This is an optimization exercise on Yosys and OpenROAD, whose aim is small area, a short achievable clock period and few clock cycles, not a production implementation. Where RTL was checked, it was by simulation tests only, not by an equivalence proof against the original. For runs 1 and 2, only the layout was checked, not whether the RTL still works. Power figures rest on the tool's default switching activity, not on a simulated workload.

==> flow/design.v (outline; a module is shown in full before it is edited, if it fits) <==
// module qr_scale_lane: 23 lines
// module qr_mul_cs: 777 lines
// module qr_booth_enc: 12 lines
// module qr_isr_lut: 263 lines
// module qr_csa_acc: 706 lines
// module qr_mgs_core: 336 lines
module qr_mgs_core #
(
    parameter NUM_MAC    = 4,
    parameter DW         = 24,
    parameter DOT_W      = 56,
    parameter COL_W      = 8,
    parameter I_W        = 4,
    parameter M_W        = 6,
    parameter ROW_N      = 4,
    parameter ADDR_W_PHI = 12,
    parameter ADDR_W_Q   = 12,
    parameter ADDR_W_R   = 12,
    parameter FW_DATA    = 13,
    parameter FW_ISR     = 22
)
(
    input  wire                    clk,
    input  wire                    rst_n,
    input  wire                    start_core,
    input  wire [COL_W-1:0]        lambda_i,
    input  wire [I_W-1:0]          current_i,
    input  wire [M_W-1:0]          M_rows_in,
    output reg  [ADDR_W_PHI-1:0]   phi_addr,
    input  wire [(NUM_MAC*DW)-1:0] phi_data,
    output reg  [ADDR_W_R-1:0]     r_addr_a,
    output reg                     r_we_a,
    output reg  [DW-1:0]           r_din_a,
    output reg  [ADDR_W_Q-1:0]     q_addr_a,
    output reg                     q_we_a,
    output wire [(NUM_MAC*DW)-1:0] q_din_a,
    output reg  [ADDR_W_Q-1:0]     q_addr_b,
    input  wire [(NUM_MAC*DW)-1:0] q_dout_b,
    output reg  [M_W-1:0]          res_addr_a,
    output reg                     res_we_a,
    output wire [(NUM_MAC*DW)-1:0] res_din_a,
    output reg  [M_W-1:0]          res_addr_b,
    input  wire [(NUM_MAC*DW)-1:0] res_dout_b,
    output reg                     core_done
);
  // ...
==> flow/flow/run.sh <==
#!/bin/bash
# Standard layout with two changes: the port buffers are sky130_fd_sc_hd__buf_2 instead of the
# weakest buffer the resizer would pick, and after placement the flip-flops that drive output
# ports get the 4x drive strength of their cell. Each step's output goes to a log file of its own.
set -euo pipefail
export BUFFER_PORTS_ARGS="-buffer_cell sky130_fd_sc_hd__buf_2"
bash standard.sh synth > synth.log 2>&1
bash standard.sh place > place.log 2>&1
RESULTS=orfs/results/sky130hd/qr_mgs_core/base openroad -no_init -exit flow/upsize.tcl > upsize.log 2>&1
bash standard.sh > layout.log 2>&1
==> flow/flow/upsize.tcl <==
# Upsize the flip-flops that drive output ports (through their port buffers) to the 4x drive
# strength of the same cell, then legalize the placement again.
read_liberty $::env(FLOW_HOME)/platforms/sky130hd/lib/sky130_fd_sc_hd__tt_025C_1v80.lib
set res $::env(RESULTS)
read_db $res/3_place.odb
set block [ord::get_db_block]
set n 0
foreach bterm [$block getBTerms] {
  if {[$bterm getIoType] != "OUTPUT"} continue
  set net [$bterm getNet]
  if {$net == "NULL"} continue
  set buf ""
  foreach it [$net getITerms] { if {[$it isOutputSignal]} { set buf [$it getInst] } }
  if {$buf == ""} continue
  set in_net ""
  foreach it [$buf getITerms] { if {[$it isInputSignal] && [$it getNet] != "NULL"} { set in_net [$it getNet] } }
  if {$in_net == "" || [$in_net getSigType] != "SIGNAL"} continue
  foreach it [$in_net getITerms] {
    if {![$it isOutputSignal]} continue
    set drv [$it getInst]
    set m [[$drv getMaster] getName]
    if {[regexp {^(sky130_fd_sc_hd__(dfxtp|dfrtp))_[12]$} $m -> base]} {
      replace_cell [$drv getName] ${base}_4
      incr n
    }
  }
}
puts "upsized $n flip-flops that drive outputs"
detailed_placement
check_placement -verbose
write_db $res/3_place.odb
==> flow/standard.sh <==
#!/bin/bash
# synth_recipe.tcl (not shown) runs the flow's synth.tcl, then flattens the netlist and writes it again
# the make line also repeats each setting of config.mk as NAME=value (left out here)
make -C /OpenROAD-flow-scripts/flow DESIGN_CONFIG=/design/flow/config.mk WORK_HOME=/design/flow/orfs CLKGATE_MAP_FILE= SYNTH_SCRIPT=/design/flow/synth_recipe.tcl "${@:-finish}"
==> flow/config.mk <==
export PLATFORM = sky130hd
export DESIGN_NAME = qr_mgs_core
export DESIGN_NICKNAME = qr_mgs_core
export VERILOG_FILES = /design/flow/design.v
export SDC_FILE = /design/flow/constraint.sdc
export NUM_CORES = 8
export LEC_CHECK = 0
export CAP_MARGIN = 20
export CELL_PAD_IN_SITES_DETAIL_PLACEMENT = 1
export CORE_MARGIN = 2
export CORE_UTILIZATION = 40
export CTS_CLUSTER_DIAMETER = 100
export CTS_CLUSTER_SIZE = 20
export PLACE_DENSITY = 0.45
export SLEW_MARGIN = 20
export SYNTH_MEMORY_MAX_BITS = 8192
==> flow/constraint.sdc <==
create_clock -name core_clock -period 25.0 [get_ports {clk}]
set_input_delay 5.0000 -clock core_clock [delete_from_list [all_inputs] [get_ports {clk}]]
set_output_delay 5.0000 -clock core_clock [all_outputs]
set_load 0.01 [all_outputs]
==> impl_metrics.ini, run 1 <==
[status]
status = no timing/DRC/antenna violations

[timing]
hold_viol_final = 0
fmax_mhz = 130.5
max-slew-margin-rel_pct = 12.56

[power_and_ir_drop]
pwr-share-comb_pct = 74.3

[route]
maxUsedRoutingLayer = met5
drt-total-wl_mm = 703.1
dr_wl_met2_mm = 298.4
drt_iter0_markers = 15194

[clock_tree]
hold_buffers = 0
cts_resized = 0
cts-root-buf = clkbuf_16
cts.sinks = 1385

[layout]
largest_registers = cs_s: 188 flops, cs_c: 184 flops, yenc: 144 flops
seq_share_pct = 22.74
multi_input_gates = 9849
regArea_um2 = 31800
largest_register = cs_s
multi_input_area_um2 = 86770

[place]
portBuffers = 572
dp_slack_ns = 17.67
place_area_um2 = 134900

[synth]
synth_ff_type = dfxtp_1
yosys.area_share.adder_pct = 26.13
synthSimpleGateAreaFrac_pct = 8.394
yosys.cell_count.top_type = inv_1
synth_area_leaders = fa_1 18%, dfxtp_1 16%, ha_1 8.1%, xor2_1 6.9%, a22oi_1 6.9%
ys_seq_area_share_pct = 24.11

[die]
design.portCount = 589
start_util_pct = 40.15

[setup_path]
crit_path_start = ureg[49]
cp_max_fo = 23
endpoint = yenc[14]

[worst_hold_path]
whs_endpoint = br2[80]

[flow_run]
drv_cap = 0

[grt]
use_met1_pct = 55.75
top_usage_layer = met2
==> run 2, diff against run 1 <==
--- a/flow/config.mk
+++ b/flow/config.mk
@@ -8,9 +8,7 @@
 export CAP_MARGIN = 20
 export CELL_PAD_IN_SITES_DETAIL_PLACEMENT = 1
 export CORE_MARGIN = 2
-export CORE_UTILIZATION = 40
-export CTS_CLUSTER_DIAMETER = 100
-export CTS_CLUSTER_SIZE = 20
-export PLACE_DENSITY = 0.45
+export CORE_UTILIZATION = 55
+export PLACE_DENSITY = 0.62
 export SLEW_MARGIN = 20
 export SYNTH_MEMORY_MAX_BITS = 8192
==> impl_metrics.ini, run 2 <==
[synth]
yosysTopAreaCell = fa_1
yosys.cell_count.top_type = inv_1
synth_common_cells = 1,568 x inv_1, 1,165 x a22oi_1, 1,150 x fa_1
synth_area_leaders = fa_1 18%, dfxtp_1 16%, ha_1 8.1%, xor2_1 6.9%, a22oi_1 6.9%
synth_area_um2 = 127600
yosys_warnings = 2
syn_inst = 13989
yosys.cell_types.count = 106
ys_seq_area_share_pct = 24.11
synth_ff_type = dfxtp_1
synth_edf_count = 237
ys_ff_latch = 1385
postSynth.asyncResetShare_pct = 9.531
yosysTopAreaCellShare_pct = 18.04
syn_avg_cell_area_um2 = 9.121

[clock_tree]
clockBufferDepth = 3
cts_resized = 0
hold_buffers = 0
cts.sinks = 1385
htreeDepth = 4
post-cts-setup-buffers = 0
cts-root-buf = clkbuf_16
cts_buffers = 167

[status]
haltStage = global routing (5_1_grt)
status = stopped before the end
stop_error = [ERROR GRT-0232] Routing congestion too high. Check the congestion heatmap in the GUI.

[place]
gp_congestion = 1.072
portBuffers = 572
hpwl_mm = 541.2
dp_slack_ns = 17.49

[grt]
grt.total_usage_pct = 74.83
overflow = 29
grt_max_degree = 132

[die]
start_util_pct = 55.39
chipWidth_um = 485.6
design.portCount = 589
die_h_um = 485.6
rows = 176
## run 2: metrics by stage
step	power (mW)	cells	cell area, um^2	utilization [%]	hold WS [ns]
detailed placement	20.64	16825	133200	57.84	0.3132
floorplan	13.08	14004	127600	-	0.3096
CTS	24.40	17139	140200	60.86	0.3061
global placement	19.14	16823	133200	57.82	0.3101
## run 2: worst max-delay path by stage
stage,startpoint,end,slack [ns],cells after the start
after detailed placement,start_core,a_val,17.49,9
after floorplan,start_core,a_val,18.26,10
after global placement,start_core,a_val,17.67,9
after CTS,cs_s[98],rd[70],17.67,17
## run 2: power groups by stage
| stage | clock network, mW | registers [mW] | logic (mW) |
|---|---|---|---|
| floorplan | 0 | 3.75 | 9.33 |
| global placement | 0 | 3.96 | 15.2 |
| detailed placement | 0 | 3.99 | 16.6 |
| CTS | 2.73 | 3.98 | 17.7 |
## run 2: routing by layer
layer / overflow / GRT usage (%)
met5: 0 / 30.58
met4: 11 / 72.18
met3: 7 / 60.46
met2: 11 / 90.12
met1: 0 / 75.97
## run 2: cell families after synthesis
| kind of cell | count (synthesis) | synth area share (%) |
|---|---|---|
| adder cells (fa/ha/maj) | 1975 | 26.13 |
| AND/OR/NAND/NOR | 2312 | 8.394 |
| buffers and inverters | 2770 | 8.272 |
| multiplexers | 281 | 2.381 |
| XOR/XNOR | 1633 | 11.21 |
| AO/OA/AOI/OAI | 3632 | 19.50 |
| other | 1 | 0.002939 |
| flip-flops | 1385 | 24.11 |
==> module qr_mgs_core, before the edit <==
module qr_mgs_core #
(
    parameter NUM_MAC    = 4,
    parameter DW         = 24,
    parameter DOT_W      = 56,
    parameter COL_W      = 8,
    parameter I_W        = 4,
    parameter M_W        = 6,
    parameter ROW_N      = 4,
    parameter ADDR_W_PHI = 12,
    parameter ADDR_W_Q   = 12,
    parameter ADDR_W_R   = 12,
    parameter FW_DATA    = 13,
    parameter FW_ISR     = 22
)
(
    input  wire                    clk,
    input  wire                    rst_n,
    input  wire                    start_core,
    input  wire [COL_W-1:0]        lambda_i,
    input  wire [I_W-1:0]          current_i,
    input  wire [M_W-1:0]          M_rows_in,
    output reg  [ADDR_W_PHI-1:0]   phi_addr,
    input  wire [(NUM_MAC*DW)-1:0] phi_data,
    output reg  [ADDR_W_R-1:0]     r_addr_a,
    output reg                     r_we_a,
    output reg  [DW-1:0]           r_din_a,
    output reg  [ADDR_W_Q-1:0]     q_addr_a,
    output reg                     q_we_a,
    output wire [(NUM_MAC*DW)-1:0] q_din_a,
    output reg  [ADDR_W_Q-1:0]     q_addr_b,
    input  wire [(NUM_MAC*DW)-1:0] q_dout_b,
    output reg  [M_W-1:0]          res_addr_a,
    output reg                     res_we_a,
    output wire [(NUM_MAC*DW)-1:0] res_din_a,
    output reg  [M_W-1:0]          res_addr_b,
    input  wire [(NUM_MAC*DW)-1:0] res_dout_b,
    output reg                     core_done
);
    localparam P_LD0 = 3'd0,   
               P_LU  = 3'd1,   
               P_D   = 3'd2,   
               P_U   = 3'd3,   
               P_UQ  = 3'd4,   
               P_N1  = 3'd5,   
               P_N2  = 3'd6,   
               P_RR  = 3'd7;   
    localparam S_IDLE = 2'd0, S_PASS = 2'd1, S_GAP = 2'd2, S_WISR = 2'd3;
    reg [1:0] st;
    reg [2:0] ptype;
    reg [3:0] pcnt;           
    reg [3:0] jc;
    reg       gcnt;
    reg [3:0] cur_i;
    reg [5:0] mrow;
    reg [7:0] lam;
    wire isr_go;
    wire       start_now = (st == S_IDLE) && start_core;
    wire       issue     = (st == S_PASS) || start_now;
    wire [2:0] iss_type  = start_now ? ((current_i == 4'd0) ? P_LU : P_LD0) : ptype;
    wire [3:0] rr        = start_now ? 4'd0 : pcnt;
    wire [5:0] mm        = start_now ? M_rows_in : mrow;
    wire       iss_val   = ({2'b00, rr} <= mm);
    wire       iss_first = start_now || (pcnt == 4'd0);
    wire       iss_last  = (st == S_PASS) && (pcnt == 4'd15);
    wire [3:0] jq        = start_now ? 4'd0 : (ptype == P_N2 || ptype == P_RR) ? cur_i : jc;
    always @(posedge clk or negedge rst_n) begin
        if (!rst_n) begin
            st <= S_IDLE; ptype <= P_LD0; pcnt <= 4'd0; jc <= 4'd0; gcnt <= 1'b0;
            cur_i <= 4'd0; mrow <= 6'd0; lam <= 8'd0;
        end else begin
            case (st)
                S_IDLE: if (start_core) begin
                    cur_i <= current_i; mrow <= M_rows_in; lam <= lambda_i;
                    ptype <= (current_i == 4'd0) ? P_LU : P_LD0;
                    jc <= 4'd0; pcnt <= 4'd1; st <= S_PASS;
                end
                S_PASS: begin
                    pcnt <= pcnt + 4'd1;
                    if (pcnt == 4'd15) begin
                        case (ptype)
                            P_LD0, P_D: begin ptype <= P_U; st <= S_GAP; gcnt <= 1'b1; end
                            P_U: begin
                                if (jc == cur_i - 4'd1) ptype <= P_UQ;
                                else begin jc <= jc + 4'd1; ptype <= P_D; end
                            end
                            P_LU, P_UQ: begin ptype <= P_N1; st <= S_WISR; end
                            P_N1: ptype <= P_N2;
                            P_N2: begin ptype <= P_RR; st <= S_GAP; gcnt <= 1'b1; end
                            default: st <= S_IDLE;    
                        endcase
                    end
                end
                S_GAP: begin
                    if (!gcnt) st <= S_PASS;
                    gcnt <= 1'b0;
                end
                default: if (isr_go) st <= S_PASS;    
            endcase
        end
    end
    always @(posedge clk) begin
        phi_addr   <= {start_now ? lambda_i : lam, rr};
        q_addr_b   <= {4'd0, jq, rr};
        res_addr_b <= {2'b00, rr};
    end
    reg       a_v, a_val, a_first, a_last;
    reg [2:0] a_type;
    reg [3:0] a_row;
    always @(posedge clk or negedge rst_n) begin
        if (!rst_n) begin
            a_v <= 1'b0; a_val <= 1'b0; a_first <= 1'b0; a_last <= 1'b0; a_type <= 3'd0; a_row <= 4'd0;
        end else begin
            a_v <= issue; a_val <= issue && iss_val; a_first <= iss_first; a_last <= iss_last;
            a_type <= iss_type; a_row <= rr;
        end
    end
    reg d_v, d_val, d_first, d_last, d_load;
    reg [2:0] d_type;
    reg [3:0] d_row;
    reg d_xphi, d_xres, d_xscal, d_yq, d_yphi, d_yres, d_bq;
    always @(posedge clk or negedge rst_n) begin
        if (!rst_n) begin
            d_v <= 1'b0; d_val <= 1'b0; d_first <= 1'b0; d_last <= 1'b0; d_load <= 1'b0;
            d_type <= 3'd0; d_row <= 4'd0;
            d_xphi <= 1'b0; d_xres <= 1'b0; d_xscal <= 1'b0;
            d_yq <= 1'b0; d_yphi <= 1'b0; d_yres <= 1'b0; d_bq <= 1'b0;
        end else begin
            d_v <= a_v; d_val <= a_val; d_first <= a_first; d_last <= a_last; d_type <= a_type; d_row <= a_row;
            d_load  <= a_val && (a_type == P_LD0 || a_type == P_LU);
            d_xphi  <= a_val && (a_type == P_LD0 || a_type == P_LU);
            d_xres  <= a_val && (a_type == P_D || a_type == P_UQ || a_type == P_N2);
            d_xscal <= a_v && (a_type == P_U || a_type == P_RR || a_type == P_N1);
            d_yq    <= a_type == P_LD0 || a_type == P_D || a_type == P_U || a_type == P_N2;
            d_yphi  <= a_type == P_LU;
            d_yres  <= a_type == P_UQ || a_type == P_N1 || a_type == P_RR;
            d_bq    <= a_type == P_RR;
        end
    end
    reg        isr_act;
    reg [3:0]  ic;
    reg [23:0] y0reg;
    reg [52:0] ureg;          
    reg [22:0] sreg0, sreg1;  
    reg [1:0]  sreg2;
    wire [55:0] accv;         
    wire       s2_lastu;
    wire [7:0]  lut_a = (|ureg[52:30]) ? 8'hFF : ureg[29:22];
    wire [23:0] lut_y;
    qr_isr_lut u_lut (.a(lut_a), .y(lut_y));
    wire [22:0] yc0 = y0reg[22:0];
    wire        yc1 = y0reg[23];
    wire [22:0] u0 = ureg[22:0];
    wire [22:0] u1 = ureg[45:23];
    wire [6:0]  u2 = ureg[52:46];
    wire [31:0] dreg = ureg[31:0];
    wire [31:0] diff = 32'h00C00000 - {accv[10:0], sreg0[22:2]} + (sreg2[1] ? ureg[31:0] : 32'd0);
    always @(posedge clk or negedge rst_n) begin
        if (!rst_n) begin
            isr_act <= 1'b0; ic <= 4'd0;
        end else if (s2_lastu) begin
            isr_act <= 1'b1; ic <= 4'd0;
        end else if (isr_act) begin
            ic <= ic + 4'd1;
            if (ic == 4'd14) isr_act <= 1'b0;
        end
    end
    assign isr_go = isr_act && (ic == 4'd11);
    always @(posedge clk) begin
        if (isr_act) begin
            if (ic == 4'd0) ureg <= accv[52:0];
            if (ic == 4'd1) y0reg <= lut_y;
            if (ic == 4'd4) sreg0 <= accv[22:0];
            if (ic == 4'd5) begin sreg1 <= accv[22:0]; sreg2 <= accv[24:23]; end
            if (ic == 4'd9) sreg0 <= accv[22:0];
            if (ic == 4'd10) ureg[31:0] <= diff;
        end
    end
    wire [23:0] isr_y = dreg[31] ? y0reg : ((|accv[40:24]) ? 24'hFFFFFF : accv[23:0]);
    reg [23:0] ix0, iy0, ix1, iy1, ix2, iy2;
    reg        i_ld, i_clr;
    always @(*) begin
        ix0 = 24'd0; iy0 = 24'd0; ix1 = 24'd0; iy1 = 24'd0; ix2 = 24'd0; iy2 = 24'd0;
        i_ld = 1'b0; i_clr = 1'b0;
        if (isr_act) begin
            case (ic)
                4'd1: begin i_ld = 1'b1; i_clr = 1'b1; ix0 = {1'b0, lut_y[22:0]}; iy0 = {1'b0, lut_y[22:0]}; end
                4'd2: begin i_ld = 1'b1; ix0 = {1'b0, yc0}; iy0 = {22'd0, yc1, 1'b0};
                            ix1 = {1'b0, yc1, 22'd0}; iy1 = 24'd2; end
                4'd4: begin i_ld = 1'b1; i_clr = 1'b1; ix0 = {1'b0, u0}; iy0 = {1'b0, accv[22:0]}; end
                4'd5: begin i_ld = 1'b1; ix0 = {1'b0, u0}; iy0 = {1'b0, accv[22:0]};
                            ix1 = {1'b0, u1}; iy1 = {1'b0, sreg0}; end
                4'd6: begin i_ld = 1'b1; ix0 = {1'b0, u0}; iy0 = {22'd0, sreg2};
                            ix1 = {1'b0, u1}; iy1 = {1'b0, sreg1};
                            ix2 = {17'd0, u2}; iy2 = {1'b0, sreg0}; end
                4'd7: begin i_ld = 1'b1; ix0 = {1'b0, u1}; iy0 = {22'd0, sreg2};
                            ix1 = {17'd0, u2}; iy1 = {1'b0, sreg1}; end
                4'd10: begin i_ld = 1'b1; i_clr = 1'b1; ix0 = {1'b0, yc0}; iy0 = {1'b0, diff[22:0]}; end
                4'd11: begin i_ld = 1'b1; ix0 = {1'b0, yc0}; iy0 = {16'd0, dreg[30:23]};
                             ix1 = {23'd0, yc1}; iy1 = {1'b0, dreg[22:0]};
                             ix2 = {1'b0, (yc1 ? dreg[30:23] : 8'd0), 15'd0}; iy2 = 24'd256; end
                default: ;
            endcase
        end
    end
    wire [23:0] scal = (d_type == P_N1) ? isr_y : accv[36:13];
    reg  [95:0]  xr;          
    reg  [143:0] yenc;        
    wire [95:0]  yv;          
    wire [143:0] yenc_d;
    reg [95:0] br1, br2;      
    reg [95:0] qd;            
    reg [95:0] rd;            
    wire [95:0] sc_out;
    genvar g;
    generate
        for (g = 0; g < 4; g = g + 1) begin : ysel
            wire [23:0] ym = ({24{d_yq}}   & q_dout_b[g*24 +: 24]) |
                             ({24{d_yphi}} & phi_data[g*24 +: 24]) |
                             ({24{d_yres}} & res_dout_b[g*24 +: 24]);
            assign yv[g*24 +: 24] = i_ld ? (g == 0 ? iy0 : g == 1 ? iy1 : g == 2 ? iy2 : 24'd0) : ym;
            qr_booth_enc u_enc (.b(yv[g*24 +: 24]), .one(yenc_d[g*36 + 24 +: 12]),
                                .two(yenc_d[g*36 + 12 +: 12]), .neg(yenc_d[g*36 +: 12]));
        end
    endgenerate
    integer l;
    always @(posedge clk) begin
        for (l = 0; l < 4; l = l + 1) begin
            xr[l*24 +: 24] <= ({24{d_xphi}}  & phi_data[l*24 +: 24]) |
                              ({24{d_xres}}  & res_dout_b[l*24 +: 24]) |
                              ({24{d_xscal}} & scal);
        end
        if (i_ld) begin
            xr[23:0]  <= ix0;
            xr[47:24] <= ix1;
            xr[71:48] <= ix2;
            xr[95:72] <= 24'd0;
        end
        yenc <= yenc_d;
        br1 <= d_bq ? q_dout_b : res_dout_b;
        br2 <= br1;
        qd  <= res_dout_b;
        rd  <= d_load ? phi_data : sc_out;
    end
    assign q_din_a   = qd;
    assign res_din_a = rd;
    reg s1_acc, s1_clr, s1_shift, s1_wres, s1_sh22, s1_lastu, s1_done;
    reg [3:0] s1_row;
    always @(posedge clk or negedge rst_n) begin
        if (!rst_n) begin
            s1_acc <= 1'b0; s1_clr <= 1'b0; s1_shift <= 1'b0; s1_wres <= 1'b0;
            s1_sh22 <= 1'b0; s1_lastu <= 1'b0; s1_done <= 1'b0; s1_row <= 4'd0;
        end else begin
            s1_acc   <= (d_v && (d_type == P_LD0 || d_type == P_LU || d_type == P_D ||
                                 d_type == P_UQ || d_type == P_N2)) || i_ld;
            s1_clr   <= (d_v && d_first) || i_clr;
            s1_shift <= i_ld && !i_clr;
            s1_wres  <= d_val && (d_type == P_U || d_type == P_N1 || d_type == P_RR);
            s1_sh22  <= d_type == P_N1;
            s1_lastu <= d_v && d_last && (d_type == P_LU || d_type == P_UQ);
            s1_done  <= d_v && d_last && (d_type == P_RR);
            s1_row   <= d_row;
        end
    end
    reg  [191:0] cs_s, cs_c;                   
    wire [191:0] ms, mc;
    generate
        for (g = 0; g < 4; g = g + 1) begin : lane
            qr_mul_cs u_mul (.a(xr[g*24 +: 24]), .one(yenc[g*36 + 24 +: 12]), .two(yenc[g*36 + 12 +: 12]),
                             .neg(yenc[g*36 +: 12]), .s(ms[g*48 +: 48]), .c(mc[g*48 +: 48]));
        end
    endgenerate
    reg [3:0] psg;            
    always @(posedge clk) begin
        cs_s <= ms;
        cs_c <= mc;
        for (l = 0; l < 4; l = l + 1)
            psg[l] <= (xr[l*24 + 23] ^ yenc[l*36 + 11]) & (|xr[l*24 +: 24]) & (|yenc[l*36 + 12 +: 24]);
    end
    reg s2_acc, s2_clr, s2_shift, s2_wres, s2_sh22, s2_lastu_r, s2_done;
    reg [3:0] s2_row;
    always @(posedge clk or negedge rst_n) begin
        if (!rst_n) begin
            s2_acc <= 1'b0; s2_clr <= 1'b0; s2_shift <= 1'b0; s2_wres <= 1'b0; s2_sh22 <= 1'b0;
            s2_lastu_r <= 1'b0; s2_done <= 1'b0; s2_row <= 4'd0;
        end else begin
            s2_acc <= s1_acc; s2_clr <= s1_clr; s2_shift <= s1_shift; s2_wres <= s1_wres;
            s2_sh22 <= s1_sh22; s2_lastu_r <= s1_lastu; s2_done <= s1_done;
            s2_row <= s1_row;
        end
    end
    assign s2_lastu = s2_lastu_r;
    wire [191:0] pl;          
    generate
        for (g = 0; g < 4; g = g + 1) begin : slane
            qr_scale_lane u_sc (.ps(cs_s[g*48 +: 48]), .pc(cs_c[g*48 +: 48]), .sh22(s2_sh22),
                                .base(br2[g*24 +: 24]), .p(pl[g*48 +: 48]), .o(sc_out[g*24 +: 24]));
        end
    endgenerate
    reg  [55:0] acc_s, acc_c;
    wire [23:0] lo23 = {1'b0, acc_s[22:0]} + {1'b0, acc_c[22:0]};
    wire [55:0] src_s = s2_clr ? 56'd0 : (s2_shift ? {23'd0, acc_s[55:23]} : acc_s);
    wire [55:0] src_c = s2_clr ? 56'd0 : (s2_shift ? {23'd0, acc_c[55:23]} : acc_c);
    wire        src_i = s2_shift && !s2_clr && lo23[23];
    wire [55:0] nx_s, nx_c;
    wire [2:0] nneg = {2'b00, psg[0]} + {2'b00, psg[1]} + {2'b00, psg[2]} + {2'b00, psg[3]};
    wire [8:0] sgrow = 9'd0 - {6'd0, nneg};
    qr_csa_acc u_csa (.p0(pl[46:0]), .p1(pl[94:48]), .p2(pl[142:96]), .p3(pl[190:144]), .sg(sgrow),
                      .a0(src_s), .a1(src_c), .ci(src_i), .s(nx_s), .c(nx_c));
    always @(posedge clk) begin
        if (s2_acc) begin
            acc_s <= nx_s;
            acc_c <= nx_c;
        end
    end
    assign accv = acc_s + acc_c;
    always @(posedge clk or negedge rst_n) begin
        if (!rst_n) begin
            q_we_a <= 1'b0; q_addr_a <= 12'd0; res_we_a <= 1'b0; res_addr_a <= 6'd0;
            r_we_a <= 1'b0; r_addr_a <= 12'd0; r_din_a <= 24'd0; core_done <= 1'b0;
        end else begin
            q_we_a     <= d_val && (d_type == P_LD0 || d_type == P_LU || d_type == P_RR);
            q_addr_a   <= {4'd0, cur_i, d_row};
            res_we_a   <= d_load || s2_wres;
            res_addr_a <= {2'b00, d_load ? d_row : s2_row};
            core_done  <= s2_done;
            r_we_a     <= 1'b0;
            if (d_v && d_first && d_type == P_U) begin
                r_we_a <= 1'b1; r_addr_a <= {4'd0, jc, cur_i}; r_din_a <= accv[36:13];
            end
            if (isr_act && ic == 4'd14) begin
                r_we_a <= 1'b1; r_addr_a <= {4'd0, cur_i, cur_i}; r_din_a <= isr_y;
            end
        end
    end
endmodule
==> run 3, diff against run 2 <==
--- a/flow/design.v
+++ b/flow/design.v
@@ -1944,18 +1944,18 @@
             isr_act <= 1'b1; ic <= 4'd0;
         end else if (isr_act) begin
             ic <= ic + 4'd1;
-            if (ic == 4'd14) isr_act <= 1'b0;
+            if (ic == 4'd15) isr_act <= 1'b0;
         end
     end
-    assign isr_go = isr_act && (ic == 4'd11);
+    assign isr_go = isr_act && (ic == 4'd12);
     always @(posedge clk) begin
         if (isr_act) begin
             if (ic == 4'd0) ureg <= accv[52:0];
             if (ic == 4'd1) y0reg <= lut_y;
-            if (ic == 4'd4) sreg0 <= accv[22:0];
-            if (ic == 4'd5) begin sreg1 <= accv[22:0]; sreg2 <= accv[24:23]; end
-            if (ic == 4'd9) sreg0 <= accv[22:0];
-            if (ic == 4'd10) ureg[31:0] <= diff;
+            if (ic == 4'd5) sreg0 <= accv[22:0];
+            if (ic == 4'd6) begin sreg1 <= accv[22:0]; sreg2 <= accv[24:23]; end
+            if (ic == 4'd10) sreg0 <= accv[22:0];
+            if (ic == 4'd11) ureg[31:0] <= diff;
         end
     end
     wire [23:0] isr_y = dreg[31] ? y0reg : ((|accv[40:24]) ? 24'hFFFFFF : accv[23:0]);
@@ -1966,19 +1966,19 @@
         i_ld = 1'b0; i_clr = 1'b0;
         if (isr_act) begin
             case (ic)
-                4'd1: begin i_ld = 1'b1; i_clr = 1'b1; ix0 = {1'b0, lut_y[22:0]}; iy0 = {1'b0, lut_y[22:0]}; end
-                4'd2: begin i_ld = 1'b1; ix0 = {1'b0, yc0}; iy0 = {22'd0, yc1, 1'b0};
+                4'd2: begin i_ld = 1'b1; i_clr = 1'b1; ix0 = {1'b0, yc0}; iy0 = {1'b0, yc0}; end
+                4'd3: begin i_ld = 1'b1; ix0 = {1'b0, yc0}; iy0 = {22'd0, yc1, 1'b0};
                             ix1 = {1'b0, yc1, 22'd0}; iy1 = 24'd2; end
-                4'd4: begin i_ld = 1'b1; i_clr = 1'b1; ix0 = {1'b0, u0}; iy0 = {1'b0, accv[22:0]}; end
-                4'd5: begin i_ld = 1'b1; ix0 = {1'b0, u0}; iy0 = {1'b0, accv[22:0]};
+                4'd5: begin i_ld = 1'b1; i_clr = 1'b1; ix0 = {1'b0, u0}; iy0 = {1'b0, accv[22:0]}; end
+                4'd6: begin i_ld = 1'b1; ix0 = {1'b0, u0}; iy0 = {1'b0, accv[22:0]};
                             ix1 = {1'b0, u1}; iy1 = {1'b0, sreg0}; end
-                4'd6: begin i_ld = 1'b1; ix0 = {1'b0, u0}; iy0 = {22'd0, sreg2};
+                4'd7: begin i_ld = 1'b1; ix0 = {1'b0, u0}; iy0 = {22'd0, sreg2};
                             ix1 = {1'b0, u1}; iy1 = {1'b0, sreg1};
                             ix2 = {17'd0, u2}; iy2 = {1'b0, sreg0}; end
-                4'd7: begin i_ld = 1'b1; ix0 = {1'b0, u1}; iy0 = {22'd0, sreg2};
+                4'd8: begin i_ld = 1'b1; ix0 = {1'b0, u1}; iy0 = {22'd0, sreg2};
                             ix1 = {17'd0, u2}; iy1 = {1'b0, sreg1}; end
-                4'd10: begin i_ld = 1'b1; i_clr = 1'b1; ix0 = {1'b0, yc0}; iy0 = {1'b0, diff[22:0]}; end
-                4'd11: begin i_ld = 1'b1; ix0 = {1'b0, yc0}; iy0 = {16'd0, dreg[30:23]};
+                4'd11: begin i_ld = 1'b1; i_clr = 1'b1; ix0 = {1'b0, yc0}; iy0 = {1'b0, diff[22:0]}; end
+                4'd12: begin i_ld = 1'b1; ix0 = {1'b0, yc0}; iy0 = {16'd0, dreg[30:23]};
                              ix1 = {23'd0, yc1}; iy1 = {1'b0, dreg[22:0]};
                              ix2 = {1'b0, (yc1 ? dreg[30:23] : 8'd0), 15'd0}; iy2 = 24'd256; end
                 default: ;
@@ -2110,7 +2110,7 @@
             if (d_v && d_first && d_type == P_U) begin
                 r_we_a <= 1'b1; r_addr_a <= {4'd0, jc, cur_i}; r_din_a <= accv[36:13];
             end
-            if (isr_act && ic == 4'd14) begin
+            if (isr_act && ic == 4'd15) begin
                 r_we_a <= 1'b1; r_addr_a <= {4'd0, cur_i, cur_i}; r_din_a <= isr_y;
             end
         end
--- a/flow/config.mk
+++ b/flow/config.mk
@@ -8,7 +8,9 @@
 export CAP_MARGIN = 20
 export CELL_PAD_IN_SITES_DETAIL_PLACEMENT = 1
 export CORE_MARGIN = 2
-export CORE_UTILIZATION = 55
-export PLACE_DENSITY = 0.62
+export CORE_UTILIZATION = 40
+export CTS_CLUSTER_DIAMETER = 100
+export CTS_CLUSTER_SIZE = 20
+export PLACE_DENSITY = 0.45
 export SLEW_MARGIN = 20
 export SYNTH_MEMORY_MAX_BITS = 8192
==> impl_metrics.ini, run 3 <==
[route]
drt_iter0_markers = 14514
vias = 118564
postRouteAntennaNets = 0
drt-total-wl_mm = 697.4
viasPerCell = 6.381
drt_pass1_iterations = 10
wl_per_cell_um = 37.53
drc = 0

[power_and_ir_drop]
p_int_mw = 10.17
p_leak_nw = 58.99
power.switching_mw = 12.91
p_sw_share_pct = 55.92
irDropWorstVdd_mv = 0.1711
p_per_area_nw_per_um2 = 163.1
pwr-share-seq_pct = 17.4
clkPwrFrac_pct = 8.8
pwr-share-comb_pct = 73.8

[clock_tree]
htreeDepth = 3
cts_buffers = 114
clk_latency_ns = 0.96
cts.sinks = 1385
post-cts-setup-buffers = 0
clockBufferDepth = 4
cts-root-buf = clkbuf_16
hold_buffers = 0
cts_resized = 0
cts_tree = yes
clk_pin_slew_worst_paths_ns = 0.09

[die]
dieArea_um2 = 327000
design.portCount = 589
fp.coreArea_um2 = 320900
die_h_um = 571.9
rows = 208
start_util_pct = 40.20
chipWidth_um = 571.9

[timing]
final.setup_skew_ns = 0.07737
rsz0062_at_grt = no
hold_viol_final = 0
tns_ns = 0
worst_pin_slew_ns = 1.375
fmax_mhz = 146.7
final-setup-viol-count = 0
slew_violations = 0
period_minus_slack_ns = 6.816
holdWs_ns = 0.3167
max-slew-margin-rel_pct = 8.314
period_share_pct = 27.26

[layout]
final_nets = 16410
layout_commonest_cell = inv_1
syn_to_final_growth_pct = 9.728
final_cell_mix = 1,570 x inv_1, 1,160 x a22oi_1, 1,150 x fa_1
largest_registers = cs_s: 188 flops, cs_c: 184 flops, yenc: 144 flops
drive_gt1_share_pct = 13.15
largest_register_ffs = 188
fillCellCount = 36652
final_area_um2 = 141500
largest_register = cs_s

[worst_hold_path]
hold_path_class = reg2reg
whs_path_depth = 0

[setup_path]
endpoint = xr[95]
worst_ep_arrival_time_ns = 7.45
worstRegToRegCells = 20
ff2ff_setup_slack_ns = 18.18
r2r_end = xr[95]
crit_path_end_kind = flip-flop
cp.required_ns = 25.63
startpoint_type = flip-flop
crit_path_start = acc_c[0]
timing.rr.start = acc_c[0]
cp_max_fo = 25
critPathKind = reg2reg

[synth]
synth_ff_type = dfxtp_1
ys_seq_area_share_pct = 23.85
ys_ff_latch = 1385
yosys.cell_types.count = 118
syn_avg_cell_area_um2 = 9.096
yosysTopAreaCell = fa_1
synth_edf_count = 237
synth_area_leaders = fa_1 18%, dfxtp_1 16%, ha_1 8.0%, a22oi_1 6.8%, xor2_1 6.6%
synth_area_um2 = 129000
yosys_warnings = 2
postSynth.asyncResetShare_pct = 9.531
syn_inst = 14182
synth_common_cells = 1,571 x inv_1, 1,160 x a22oi_1, 1,150 x fa_1
yosysTopAreaCellShare_pct = 17.85
yosys.cell_count.top_type = inv_1

[grt]
grt_max_degree = 129
grt_pass1_vias = 121400
overflow = 0
grt.total_usage_pct = 41.68
grt_pass1_wl_mm = 965.7
antenna_found_initial = 92

[place]
gp_congestion = 1.046
portBuffers = 572
place_area_um2 = 136500
hpwl_mm = 529.8

[flow_run]
drv_cap = 0

[status]
status = no timing/DRC/antenna violations
## run 3: cell types whose count changed after synthesis, sizes merged, moves of 27 or more
cell / before / now
a21o: 182 / 238
nor2: 614 / 585
nand2b: 63 / 93
a21oi: 718 / 688
nand2: 810 / 895
xor2: 999 / 972
## run 3: power groups by stage
stage | registers, mW | clock network (mW) | logic, mW
final | 4.02 | 2.02 | 17.0
after global routing | 4.03 | 2.12 | 18.4
after CTS | 4.01 | 2.05 | 16.5
after detailed placement | 4.05 | 0 | 16.3
after global placement | 4.05 | 0 | 15.8
after floorplan | 3.74 | 0 | 9.56
## run 3: logic make-up after synthesis
logic type,Yosys count,synth area share (%)
AO/OA/AOI/OAI,3651,19.73
XOR/XNOR,1613,10.96
adder cells (fa/ha/maj),1977,25.87
buffers and inverters,2790,8.267
flip-flops,1385,23.85
multiplexers,263,2.199
other,1,0.002907
AND/OR/NAND/NOR,2502,9.122
## run 3: worst min path at each step
stage / start / to / slack [ns]
floorplan: br1[0] / br2[0] / 0.31
detailed placement: br1[32] / br2[32] / 0.31
finish: br1[29] / br2[29] / 0.32
CTS: br1[29] / br2[29] / 0.32
global route: br1[29] / br2[29] / 0.31
global placement: br1[95] / br2[95] / 0.31
## run 3: critical path: stages, from the launching register on
cell and delay [ns]:
edfxtp_1 0.42, ha_1 0.23, inv_1 0.07, fa_1 0.20, nor2b_1 0.06, o21ai_0 0.26, a21boi_1 0.20, o211ai_1 0.49
a21oi_1 0.26, a21oi_1 0.63, o31a_1 0.34, o21ai_0 0.14, xnor2_1 0.57, nand2_1 0.15, a2111oi_2 0.35, and4_1 0.23
buf_4 0.32, nand3_1 0.17, a31oi_2 0.70, buf_4 0.35, o21ai_0 0.35
## run 3: metrics by stage
step / setup WS (ns) / instances / total power, mW / utilization (%)
final: 18.18 / 18580 / 23.08 / 44.11
after global routing: 17.91 / 18544 / 24.57 / 44.08
after CTS: 18.25 / 18519 / 22.58 / 44.03
after detailed placement: 17.66 / 18310 / 20.38 / 42.53
after global placement: 17.71 / 18306 / 19.84 / 42.51
after floorplan: 18.24 / 14197 / 13.31 / -
## run 3: layout make-up
class                      instances  area [um^2]  share of cell area, %
clock buffer                     146         3088                  2.182
multi-input combinational      10022        88100                  62.24
antenna                           58        145.1                 0.1025
inverter                        1574         5908                  4.174
timing repair buffer            1027         6322                  4.467
clock inverter                    63        780.7                 0.5516
sequential                      1385        31820                  22.48
tap                             4305         5386                  3.806
## run 3: metal layers
| layer | routed length, um | GRT usage, % | up-vias | share of wire, % |
|---|---|---|---|---|
| met3 | 68550 | 10.16 | 1781 | 9.8 |
| li1 | - | - | 48307 | - |
| met4 | 51720 | 26.65 | 50 | 7.4 |
| met1 | 275200 | 53.13 | 61334 | 39 |
| met5 | 330 | 0 | - | 0.047 |
| met2 | 301600 | 63.01 | 7092 | 43 |
Testbench counts of run 3, summed over its fixed seeds: cycles 98,514.
==> run 4, diff against run 3 <==
--- a/flow/config.mk
+++ b/flow/config.mk
@@ -9,8 +9,6 @@
 export CELL_PAD_IN_SITES_DETAIL_PLACEMENT = 1
 export CORE_MARGIN = 2
 export CORE_UTILIZATION = 40
-export CTS_CLUSTER_DIAMETER = 100
-export CTS_CLUSTER_SIZE = 20
 export PLACE_DENSITY = 0.45
 export SLEW_MARGIN = 20
 export SYNTH_MEMORY_MAX_BITS = 8192
==> impl_metrics.ini, run 4 <==
[power_and_ir_drop]
irDropWorstVdd_mv = 0.1719
p_leak_nw = 60.15
p_per_area_nw_per_um2 = 166.3
p_total_mw = 23.93

[synth]
synth_area_um2 = 129000
synth_area_leaders = fa_1 18%, dfxtp_1 16%, ha_1 8.0%, a22oi_1 6.8%, xor2_1 6.6%
yosys_warnings = 2
synth_common_cells = 1,571 x inv_1, 1,160 x a22oi_1, 1,150 x fa_1
yosys.area_share.xor_xnor_pct = 10.96
synth_edf_count = 237
ys_seq_area_share_pct = 23.85
synthSimpleGateAreaFrac_pct = 9.122
yosys.cell_types.count = 118
synth_mux_area_share_pct = 2.199
yosys.cell_count.top_type = inv_1
synth_compound_area_share_pct = 19.73
syn_avg_cell_area_um2 = 9.096
yosysTopAreaCellShare_pct = 17.85
synth_top_family_by_area = adder cells
yosys.area_share.adder_pct = 25.87
ys_ff_latch = 1385
yosysTopAreaCell = fa_1
synth_ff_type = dfxtp_1
syn_inst = 14182
postSynth.asyncResetShare_pct = 9.531

[route]
drt_iter0_markers = 14689
vias = 119009
wl_per_cell_um = 37.51
drc = 0
postRouteAntennaNets = 0
drt-total-wl_mm = 701.8
drt_pass1_iterations = 10
viasPerCell = 6.361

[timing]
tns_ns = 0
hold_viol_final = 0
rsz0062_at_grt = no
slew_violations = 0
fin_ws_ns = 18.32
period_minus_slack_ns = 6.680
period_share_pct = 26.72
max-slew-margin-rel_pct = 11.84
fmax_mhz = 149.7
final-setup-viol-count = 0
worst_pin_slew_ns = 1.313
final.setup_skew_ns = 0.07125

[grt]
grt_max_degree = 129
antenna_found_initial = 86
grt.total_usage_pct = 41.92
overflow = 0
grt_pass1_vias = 122177
grt_pass1_wl_mm = 971.2

[clock_tree]
cts_buffers = 180
hold_buffers = 0
cts_resized = 0
post-cts-setup-buffers = 0
cts.sinks = 1385
clk_pin_slew_worst_paths_ns = 0.07
cts-root-buf = clkbuf_16
clockBufferDepth = 4
cts_tree = yes
clk_latency_ns = 0.96
htreeDepth = 4

[layout]
largest_register_ffs = 188
syn_to_final_growth_pct = 11.57
layout_commonest_cell = inv_1
final_cell_mix = 1,570 x inv_1, 1,160 x a22oi_1, 1,150 x fa_1
fillCellCount = 36511
largest_register = cs_s
drive_gt1_share_pct = 13.79
regArea_um2 = 31820
largest_registers = cs_s: 188 flops, cs_c: 184 flops, yenc: 144 flops
multi_input_area_um2 = 88120
final_nets = 16476

[setup_path]
cp_max_fo = 25
cp_slowest_cell = a31oi_2
critPathKind = reg2reg
crit_path_end_kind = flip-flop
crit_chain = ha_1 -> inv_1 -> fa_1 -> nor2b_1 -> o21ai_0 -> a21boi_1 -> o211ai_1 -> a21oi_1 -> a21oi_1 -> or3_1 -> a21oi_1 -> xnor2_1 -> nand3_1 -> nor3_1 -> and4_1 -> buf_4 -> nand3_1 -> a31oi_2 -> buf_4 -> o21ai_0
cp.required_ns = 25.65
worst_ep_arrival_time_ns = 7.33
path_common_cell = a21oi_1
cpPeakStageDelay_ns = 0.68
startpoint_type = flip-flop
ff2ff_setup_slack_ns = 18.32

[die]
die_h_um = 571.9
chipWidth_um = 571.9
design.portCount = 589
rows = 208
dieArea_um2 = 327000
start_util_pct = 40.20
fp.coreArea_um2 = 320900

[flow_run]
drv_cap = 0

[place]
portBuffers = 572
gp_congestion = 1.046
hpwl_mm = 529.8
dp_slack_ns = 17.66

[worst_hold_path]
hold_path_class = reg2reg

[status]
status = no timing/DRC/antenna violations
## run 4: cell count changes in the layout (fill, tap and decap cells not counted), sizes merged
cell	previous run	this run
clkbuf	147	253
clkinv	20	42
inv	1614	1593
bufinv	1	13
clkinvlp	2	7
diode	58	63
## run 4: cell families (layout without fill, tap and decap cells)
group                      Yosys count  after routing
AOI/OAI and AO/OA                 3651           3651
muxes                              263            263
and+or+nand+nor                   2502           2502
adders and majority gates         1977           1977
xor gates and xnor gates          1613           1613
buffers and inverters             2790           2934
DFF                               1385           1385
other                                1             79
## run 4: worst paths after layout
path / start / endpoint / cells after the start
worst max-delay path: acc_c[0] / xr[95] / 20
worst min-delay path: br1[94] / br2[94] / 0
worst max register to register: acc_c[0] / xr[95] / 20
worst min register to register: br1[94] / br2[94] / 0
max in group asynchronous: rst_n / s2_shift / 2
min in group asynchronous: rst_n / lam[1] / 1
## run 4: stage by stage
stage               hold WS, ns  util [%]  cell area (um^2)  std cells
CTS                      0.3139     44.76            143600      18643
floorplan                0.3096         -            129100      14197
detailed placement       0.3132     42.53            136500      18310
global route             0.3163     44.82            143800      18669
global placement         0.3123     42.51            136400      18306
finish                   0.3116     44.85            143900      18709
## run 4: critical path: cells and delay by family, from the launching register on
kind,cells,cell delay (ns)
AOI/OAI and AO/OA,8,3.12
and+or+nand+nor,6,1.31
buffers and inverters,3,0.72
adders and majority gates,2,0.60
DFF,1,0.37
xor gates and xnor gates,1,0.23
## run 4: power by group
group,switching [mW],internal (mW)
Combinational,11.4,5.72
Sequential,0.492,3.53
Clock,1.20,1.62
## run 4: final cells by class
type                            instances  share of cell area, %
Antenna cell                           63                 0.1095
Inverter                             1574                  4.105
Sequential cell                      1385                  22.11
Clock buffer                          252                  3.659
Multi-Input combinational cell      10022                  61.23
Timing Repair Buffer                 1027                  4.393
Tap cell                             4305                  3.743
Clock inverter                         81                 0.6529
## run 4: routing by layer
layer | wire length (um) | GRT usage, % | part of all wire [%]
met5 | 350 | 0 | 0.050
met1 | 276800 | 53.46 | 39
met2 | 303500 | 63.62 | 43
met4 | 52000 | 26.25 | 7.4
met3 | 69130 | 10.19 | 9.9
==> run 5, diff against run 4 <==
--- a/flow/design.v
+++ b/flow/design.v
@@ -1986,10 +1986,8 @@
         end
     end
     wire [23:0] scal = (d_type == P_N1) ? isr_y : accv[36:13];
-    reg  [95:0]  xr;          
-    reg  [143:0] yenc;        
-    wire [95:0]  yv;          
-    wire [143:0] yenc_d;
+    reg  [95:0]  xr, yr;      
+    wire [95:0]  yv;
     reg [95:0] br1, br2;      
     reg [95:0] qd;            
     reg [95:0] rd;            
@@ -2001,8 +1999,6 @@
                              ({24{d_yphi}} & phi_data[g*24 +: 24]) |
                              ({24{d_yres}} & res_dout_b[g*24 +: 24]);
             assign yv[g*24 +: 24] = i_ld ? (g == 0 ? iy0 : g == 1 ? iy1 : g == 2 ? iy2 : 24'd0) : ym;
-            qr_booth_enc u_enc (.b(yv[g*24 +: 24]), .one(yenc_d[g*36 + 24 +: 12]),
-                                .two(yenc_d[g*36 + 12 +: 12]), .neg(yenc_d[g*36 +: 12]));
         end
     endgenerate
     integer l;
@@ -2018,7 +2014,7 @@
             xr[71:48] <= ix2;
             xr[95:72] <= 24'd0;
         end
-        yenc <= yenc_d;
+        yr <= yv;
         br1 <= d_bq ? q_dout_b : res_dout_b;
         br2 <= br1;
         qd  <= res_dout_b;
@@ -2048,8 +2044,10 @@
     wire [191:0] ms, mc;
     generate
         for (g = 0; g < 4; g = g + 1) begin : lane
-            qr_mul_cs u_mul (.a(xr[g*24 +: 24]), .one(yenc[g*36 + 24 +: 12]), .two(yenc[g*36 + 12 +: 12]),
-                             .neg(yenc[g*36 +: 12]), .s(ms[g*48 +: 48]), .c(mc[g*48 +: 48]));
+            wire [11:0] one, two, neg;
+            qr_booth_enc u_enc (.b(yr[g*24 +: 24]), .one(one), .two(two), .neg(neg));
+            qr_mul_cs u_mul (.a(xr[g*24 +: 24]), .one(one), .two(two), .neg(neg),
+                             .s(ms[g*48 +: 48]), .c(mc[g*48 +: 48]));
         end
     endgenerate
     reg [3:0] psg;            
@@ -2057,7 +2055,7 @@
         cs_s <= ms;
         cs_c <= mc;
         for (l = 0; l < 4; l = l + 1)
-            psg[l] <= (xr[l*24 + 23] ^ yenc[l*36 + 11]) & (|xr[l*24 +: 24]) & (|yenc[l*36 + 12 +: 24]);
+            psg[l] <= (xr[l*24 + 23] ^ yr[l*24 + 23]) & (|xr[l*24 +: 24]) & (|yr[l*24 +: 24]);
     end
     reg s2_acc, s2_clr, s2_shift, s2_wres, s2_sh22, s2_lastu_r, s2_done;
     reg [3:0] s2_row;
--- a/flow/config.mk
+++ b/flow/config.mk
@@ -9,6 +9,8 @@
 export CELL_PAD_IN_SITES_DETAIL_PLACEMENT = 1
 export CORE_MARGIN = 2
 export CORE_UTILIZATION = 40
+export CTS_CLUSTER_DIAMETER = 100
+export CTS_CLUSTER_SIZE = 20
 export PLACE_DENSITY = 0.45
 export SLEW_MARGIN = 20
 export SYNTH_MEMORY_MAX_BITS = 8192
==> impl_metrics.ini, run 5 <==
[status]
status = no timing/DRC/antenna violations

[place]
place_area_um2 = 136100
hpwl_mm = 530.2
gp_congestion = 1.037
dp_slack_ns = 17.61
portBuffers = 572

[clock_tree]
cts.sinks = 1337
post-cts-setup-buffers = 0
cts_resized = 0
htreeDepth = 3
hold_buffers = 0
cts_buffers = 107
cts-root-buf = clkbuf_16
cts_tree = yes
clockBufferDepth = 4
clk_pin_slew_worst_paths_ns = 0.08
clk_latency_ns = 0.96

[synth]
synth_common_cells = 1,551 x inv_1, 1,276 x xnor2_1, 1,150 x fa_1
yosys_warnings = 2
postSynth.asyncResetShare_pct = 9.873
syn_inst = 14231
synth_edf_count = 237
yosys.cell_types.count = 105
yosys.cell_count.top_type = inv_1
synth_area_um2 = 128600
yosysTopAreaCellShare_pct = 17.90
syn_avg_cell_area_um2 = 9.038
synth_ff_type = dfxtp_1
ys_ff_latch = 1337
yosysTopAreaCell = fa_1
ys_seq_area_share_pct = 23.17
synth_area_leaders = fa_1 18%, dfxtp_1 15%, xnor2_1 8.7%, ha_1 8.0%, a22oi_1 6.3%

[timing]
final.setup_skew_ns = 0.1021
fin_ws_ns = 18.24
hold_viol_final = 0
final-setup-viol-count = 0
tns_ns = 0
max-slew-margin-rel_pct = 7.185
rsz0062_at_grt = no
fmax_mhz = 148.0
worst_pin_slew_ns = 1.392
period_share_pct = 27.03
slew_violations = 0
period_minus_slack_ns = 6.758

[layout]
final_core_util_pct = 43.93
largest_register = cs_s
largest_registers = cs_s: 188 flops, cs_c: 184 flops
drive_gt1_share_pct = 12.73
final_nets = 16477
fillCellCount = 36818
final_cell_mix = 1,548 x inv_1, 1,246 x xnor2_1, 1,150 x fa_1
layout_commonest_cell = inv_1
final_area_um2 = 140800
syn_to_final_growth_pct = 9.509
largest_register_ffs = 188

[setup_path]
crit_family = compound AO/OA/AOI/OAI gates
cp.required_ns = 25.71
cp_slowest_cell = o22ai_2
cpPeakStageDelay_ns = 1.25
cp_num_buf_inv = 1
critPathKind = reg2reg
cp_max_fo = 37
path_common_cell = o2111a_1
ff2ff_setup_slack_ns = 18.24
worstRegToRegCells = 16
crit_chain = ha_1 -> inv_1 -> fa_1 -> nor2b_1 -> o31ai_2 -> a21oi_1 -> o2111a_1 -> a2111oi_2 -> nor2_1 -> xnor2_1 -> o2111a_1 -> nand4_1 -> nor4_4 -> nand3_2 -> o22ai_2 -> o221ai_1
crit_path_end_kind = flip-flop
startpoint_type = flip-flop
worst_ep_arrival_time_ns = 7.46
path_depth = 16

[die]
rows = 208
fp.coreArea_um2 = 320600
start_util_pct = 40.11
chipWidth_um = 571.0
design.portCount = 589
die_h_um = 571.0
dieArea_um2 = 326100

[worst_hold_path]
hold_path_class = reg2reg
whs_path_depth = 0

[route]
viasPerCell = 6.436
wl_per_cell_um = 37.56
drt_iter0_markers = 15160
vias = 119832
postRouteAntennaNets = 0
drc = 0
drt-total-wl_mm = 699.4
drt_pass1_iterations = 10

[power_and_ir_drop]
irDropWorstVdd_mv = 0.1586
p_per_area_nw_per_um2 = 188.9
p_leak_nw = 60.25

[flow_run]
drv_cap = 0

[grt]
grt.total_usage_pct = 41.81
overflow = 0
grt_pass1_vias = 122357
grt_max_degree = 128
grt_pass1_wl_mm = 966.7
antenna_found_initial = 95
-- run 5: cell count changes after synthesis, sizes merged, moves of 39 or more --
cell / before / now
xor2: 972 / 241
a21oi: 688 / 869
mux2i: 110 / 177
clkbuf: 1036 / 968
xnor2: 641 / 1276
a21o: 238 / 196
nor2: 585 / 536
a31oi: 99 / 154
o31ai: 92 / 29
nand2: 895 / 791
dfxtp: 1016 / 968
a22oi: 1161 / 1077
o21a: 47 / 86
-- run 5: area by class of cell --
cell class | count | area (um^2) | share of cell area, %
Multi-Input combinational cell | 10175 | 88930 | 63.14
Sequential cell | 1337 | 30850 | 21.90
Tap cell | 4305 | 5386 | 3.824
Timing Repair Buffer | 988 | 6025 | 4.277
Clock inverter | 56 | 755.7 | 0.5366
Clock buffer | 139 | 2870 | 2.038
Antenna cell | 38 | 95.09 | 0.06752
Inverter | 1582 | 5938 | 4.216
-- run 5: worst reg2reg max path, stage by stage, from the launching register on --
cell and delay, ns:
edfxtp_1 0.42, ha_1 0.26, inv_1 0.08, fa_1 0.22, nor2b_1 0.08, o31ai_2 0.31, a21oi_1 0.17, o2111a_1 0.38
a2111oi_2 0.68, nor2_1 0.15, xnor2_1 0.55, o2111a_1 0.31, nand4_1 0.15, nor4_4 0.36, nand3_2 0.90, o22ai_2 1.26
o221ai_1 0.30
-- run 5: final timing paths --
| path | start | end |
|---|---|---|
| min reg2reg | br1[51] | br2[51] |
| min | br1[51] | br2[51] |
| max in group asynchronous | rst_n | r_din_a[11] |
| min in group asynchronous | rst_n | lam[5] |
| max reg2reg | acc_s[0] | xr[51] |
| max | acc_s[0] | xr[51] |
-- run 5: cell families (layout without fill, tap and decap cells) --
family / Yosys count / count (layout) / synth area share, %
AO/OA/AOI/OAI: 3854 / 3854 / 20.34
XOR/XNOR: 1517 / 1517 / 10.33
adder cells (fa/ha/maj): 1977 / 1977 / 25.95
buffers and inverters: 2734 / 2765 / 8.133
flip-flops: 1337 / 1337 / 23.17
multiplexers: 353 / 353 / 2.918
other: 1 / 54 / 0.002916
AND/OR/NAND/NOR: 2458 / 2458 / 9.163
-- run 5: through the flow --
stage	power, mW	std cells	hold slack [ns]
floorplan	15.44	14246	0.3096
global placement	23.25	18379	0.3102
detailed placement	24.05	18383	0.3132
CTS	26.16	18578	0.3293
global route	28.51	18592	0.3297
finish	26.60	18620	0.3293
-- run 5: report_power, final --
| part | switching (mW) | total [mW] | internal, mW | leakage (nW) |
|---|---|---|---|---|
| combinational | 13.5 | 20.8 | 7.35 | 46.7 |
| clock | 1.04 | 1.92 | 0.883 | 1.75 |
| sequential | 0.292 | 3.83 | 3.54 | 11.8 |
-- run 5: per-layer routing --
layer	GRT usage, %	vias to the layer above	share of wire (%)
li1	-	48963	-
met1	53.46	61849	39
met2	63.03	7341	43
met3	11.19	1619	11
met4	25.08	60	7.0
met5	0	-	0.059
Testbench counts of run 5, summed over its fixed seeds: cycles 98,514.
==> run 6, diff against run 5 <==
--- a/flow/design.v
+++ b/flow/design.v
@@ -1920,7 +1920,7 @@
         end
     end
     reg        isr_act;
-    reg [3:0]  ic;
+    reg [4:0]  ic;
     reg [23:0] y0reg;
     reg [52:0] ureg;          
     reg [22:0] sreg0, sreg1;  
@@ -1943,11 +1943,11 @@
         end else if (s2_lastu) begin
             isr_act <= 1'b1; ic <= 4'd0;
         end else if (isr_act) begin
-            ic <= ic + 4'd1;
-            if (ic == 4'd15) isr_act <= 1'b0;
+            ic <= ic + 5'd1;
+            if (ic == 5'd16) isr_act <= 1'b0;
         end
     end
-    assign isr_go = isr_act && (ic == 4'd12);
+    assign isr_go = isr_act && (ic == 5'd13);
     always @(posedge clk) begin
         if (isr_act) begin
             if (ic == 4'd0) ureg <= accv[52:0];
@@ -1959,6 +1959,8 @@
         end
     end
     wire [23:0] isr_y = dreg[31] ? y0reg : ((|accv[40:24]) ? 24'hFFFFFF : accv[23:0]);
+    reg  [23:0] yreg;         
+    always @(posedge clk) if (isr_act && ic == 5'd15) yreg <= isr_y;
     reg [23:0] ix0, iy0, ix1, iy1, ix2, iy2;
     reg        i_ld, i_clr;
     always @(*) begin
@@ -1985,7 +1987,7 @@
             endcase
         end
     end
-    wire [23:0] scal = (d_type == P_N1) ? isr_y : accv[36:13];
+    wire [23:0] scal = (d_type == P_N1) ? yreg : accv[36:13];
     reg  [95:0]  xr, yr;      
     wire [95:0]  yv;
     reg [95:0] br1, br2;      
@@ -2108,8 +2110,8 @@
             if (d_v && d_first && d_type == P_U) begin
                 r_we_a <= 1'b1; r_addr_a <= {4'd0, jc, cur_i}; r_din_a <= accv[36:13];
             end
-            if (isr_act && ic == 4'd15) begin
-                r_we_a <= 1'b1; r_addr_a <= {4'd0, cur_i, cur_i}; r_din_a <= isr_y;
+            if (isr_act && ic == 5'd16) begin
+                r_we_a <= 1'b1; r_addr_a <= {4'd0, cur_i, cur_i}; r_din_a <= yreg;
             end
         end
     end
==> impl_metrics.ini, run 6 <==
[layout]
final_nets = 16148
syn_to_final_growth_pct = 9.480
final_core_util_pct = 44.05
largest_register = cs_s
stdcell_count = 18162
final_cell_mix = 1,511 x inv_1, 1,277 x xnor2_1, 1,150 x fa_1
final_area_um2 = 138700
largest_register_ffs = 188
layout_commonest_cell = inv_1
drive_gt1_share_pct = 13.02
largest_registers = cs_s: 188 flops, cs_c: 184 flops
fillCellCount = 35848

[clock_tree]
htreeDepth = 3
cts_tree = yes
clk_pin_slew_worst_paths_ns = 0.09
clockBufferDepth = 4
cts_resized = 0
clk_latency_ns = 0.95
hold_buffers = 0
cts.sinks = 1362
cts-root-buf = clkbuf_16
post-cts-setup-buffers = 0
cts_buffers = 102

[place]
gp_congestion = 1.019
dp_cells = 17926
place_area_um2 = 134200
dp_slack_ns = 17.56
hpwl_mm = 500.6
portBuffers = 572

[worst_hold_path]
hold_path_class = reg2reg

[timing]
period_share_pct = 27.13
fmax_mhz = 147.4
final-setup-viol-count = 0
worst_pin_slew_ns = 1.353
rsz0062_at_grt = no
tns_ns = 0
max-slew-margin-rel_pct = 9.789
final.setup_skew_ns = 0.07710
period_minus_slack_ns = 6.783
hold_viol_final = 0
fin_ws_ns = 18.22
slew_violations = 0
holdWs_ns = 0.2827

[synth]
yosys.cell_types.count = 101
ys_ff_latch = 1362
postSynth.asyncResetShare_pct = 9.765
yosysTopAreaCell = fa_1
ys_seq_area_share_pct = 24.10
synth_common_cells = 1,512 x inv_1, 1,296 x xnor2_1, 1,150 x fa_1
synth_area_um2 = 126700
yosys_warnings = 2
yosys.cell_count.top_type = inv_1
synth_area_leaders = fa_1 18%, dfxtp_1 15%, xnor2_1 9.0%, ha_1 8.1%, a22oi_1 6.4%
synth_ff_type = dfxtp_1
synth_edf_count = 261
yosysTopAreaCellShare_pct = 18.17
syn_inst = 13854
syn_avg_cell_area_um2 = 9.147

[grt]
grt_pass1_wl_mm = 924.1
grt_max_degree = 148
antenna_found_initial = 83
grt.total_usage_pct = 40.03
overflow = 0
grt_pass1_vias = 118421

[route]
drt_iter0_markers = 14319
dr_wl_met2_mm = 285.7
vias = 115221
wl_per_cell_um = 36.36
drc = 0
postRouteAntennaNets = 0
wl_met1_mm = 268.3
maxUsedRoutingLayer = met5
drt-total-wl_mm = 660.3
viasPerCell = 6.344
drt_pass1_iterations = 10
wl_met3_mm = 61.13

[setup_path]
crit_path_end_kind = flip-flop
worst_ep_arrival_time_ns = 7.45
cp_max_fo = 4
critPathKind = reg2reg
startpoint_type = flip-flop
cp.required_ns = 25.67

[power_and_ir_drop]
p_per_area_nw_per_um2 = 159.6
clkPwrFrac_pct = 8.3
p_int_mw = 10.02
p_leak_nw = 57.57
p_sw_share_pct = 54.73
power.switching_mw = 12.12
irDropWorstVdd_mv = 0.1693
p_total_mw = 22.14
pwr-share-comb_pct = 73.8
pwr-share-seq_pct = 17.9

[die]
design.portCount = 589
start_util_pct = 40.24
dieArea_um2 = 321300
rows = 206
die_h_um = 566.9
fp.coreArea_um2 = 315000
chipWidth_um = 566.9

[status]
status = no timing/DRC/antenna violations

[flow_run]
drv_cap = 0
[run 6: cell count changes after synthesis, moves of 29 or more]
| cell | delta |
|---|---|
| a21oi_1 | -163 |
| clkbuf_1 | -52 |
| nand2_1 | +45 |
| o21a_1 | -40 |
| inv_1 | -39 |
| a211oi_1 | -38 |
| a21o_1 | +35 |
| and3_1 | -31 |
| nor3_1 | -31 |
| o22ai_1 | +30 |
| o21ai_0 | -29 |
[run 6: worst max-delay path: stages, from the launching register on]
cell      delay [ns]
dfxtp_1         0.32
ha_1            0.36
ha_1            0.29
a211oi_1        0.11
o21ai_0         0.45
nand4b_1        0.24
a31o_2          0.32
a211oi_1        0.63
o21ai_0         0.39
and2_1          0.29
o31ai_1         0.50
a211oi_1        0.21
xnor2_1         0.80
fa_1            0.57
fa_1            0.50
inv_1           0.06
fa_1            0.44
[run 6: power by group through the flow]
stage,clock network (mW),logic [mW],registers [mW]
CTS,1.87,16.0,3.95
global placement,0,15.3,3.97
floorplan,0,9.35,3.74
detailed placement,0,15.8,3.97
global route,1.94,17.7,3.97
finish,1.84,16.3,3.95
[run 6: metal layers]
layer  track usage [%]  vias up
li1                  -    47401
met1             53.17    59636
met2             60.58     6696
met3             7.870     1454
met4             22.95       34
met5                 0        -
[run 6: cell families (layout without fill, tap and decap cells)]
kind of cell             after synthesis  in the layout  share of synthesized area, %
AO/OA/AOI/OAI                       3559           3559                         19.08
XOR/XNOR                            1559           1559                         10.77
adder cells (fa/ha/maj)             1967           1967                         26.23
buffers and inverters               2638           2724                         7.974
flip-flops                          1362           1362                         24.10
multiplexers                         318            318                         2.687
other                                  1             63                      0.002959
AND/OR/NAND/NOR                     2450           2450                         9.143
[run 6: final timing paths]
path / end / startpoint / depth (start not counted) / slack, ns
worst max-delay path: acc_s[46] / cs_s[96] / 16 / 18.22
worst min register to register: br2[71] / br1[71] / 0 / 0.28
worst max register to register: acc_s[46] / cs_s[96] / 16 / 18.22
min in group asynchronous: d_row[0] / rst_n / 1 / 4.08
max in group asynchronous: d_xphi / rst_n / 2 / 19.50
worst min-delay path: br2[71] / br1[71] / 0 / 0.28
[run 6: final cells by class]
type                       count  area (um^2)  share of cell area, %
antenna                       47        117.6                0.08477
clock buffer                 139         2775                  2.000
clock inverter                48        600.6                 0.4329
inverter                    1541         5784                  4.169
multi-input combinational   9869        86610                  62.42
sequential                  1362        31570                  22.76
tap                         4160         5205                  3.752
timing repair buffer         996         6078                  4.381
Testbench counts of run 6, summed over its fixed seeds: cycles 98,802.

-- port drivers added, routing unchanged --
How much do the figures lean on ideal ports? The routed layouts below were timed once more, with nothing changed but the port constraints.
Step 1 sets driving cells, clkbuf_16 on the clock port and buf_2 on the other inputs (assumed; they add their load-dependent delay and slew).
Step 2 moves the port delays by t, midway between the first and last clock arrival at a register: inputs arrive t later, outputs are due t later. That takes back most of the time a late clock gives input paths.
Slacks: ideal / step 1 / step 2; pairs: ideal / step 1.
run	t, ns	setup slack, ns	clock arrival spread, ns	worst slew at a driven data input, ns	cell pins on the clock port's net
run 1	1.016	17.335 / 17.335 / 17.335	0.085 / 0.085	0.44	1
run 3	1.042	18.184 / 18.159 / 17.638	0.079 / 0.079	0.35	1
run 4	1.043	18.320 / 18.201 / 17.637	0.071 / 0.071	0.34	1
run 5	1.028	18.242 / 18.229 / 17.648	0.103 / 0.103	0.21	1
run 6	1.003	18.217 / 18.217 / 17.631	0.087 / 0.087	0.16	1
After both steps every run listed still meets setup and hold. The setup slack of run 4, which loses most, moves by -0.119 ns with the drivers and by -0.683 ns with both steps.
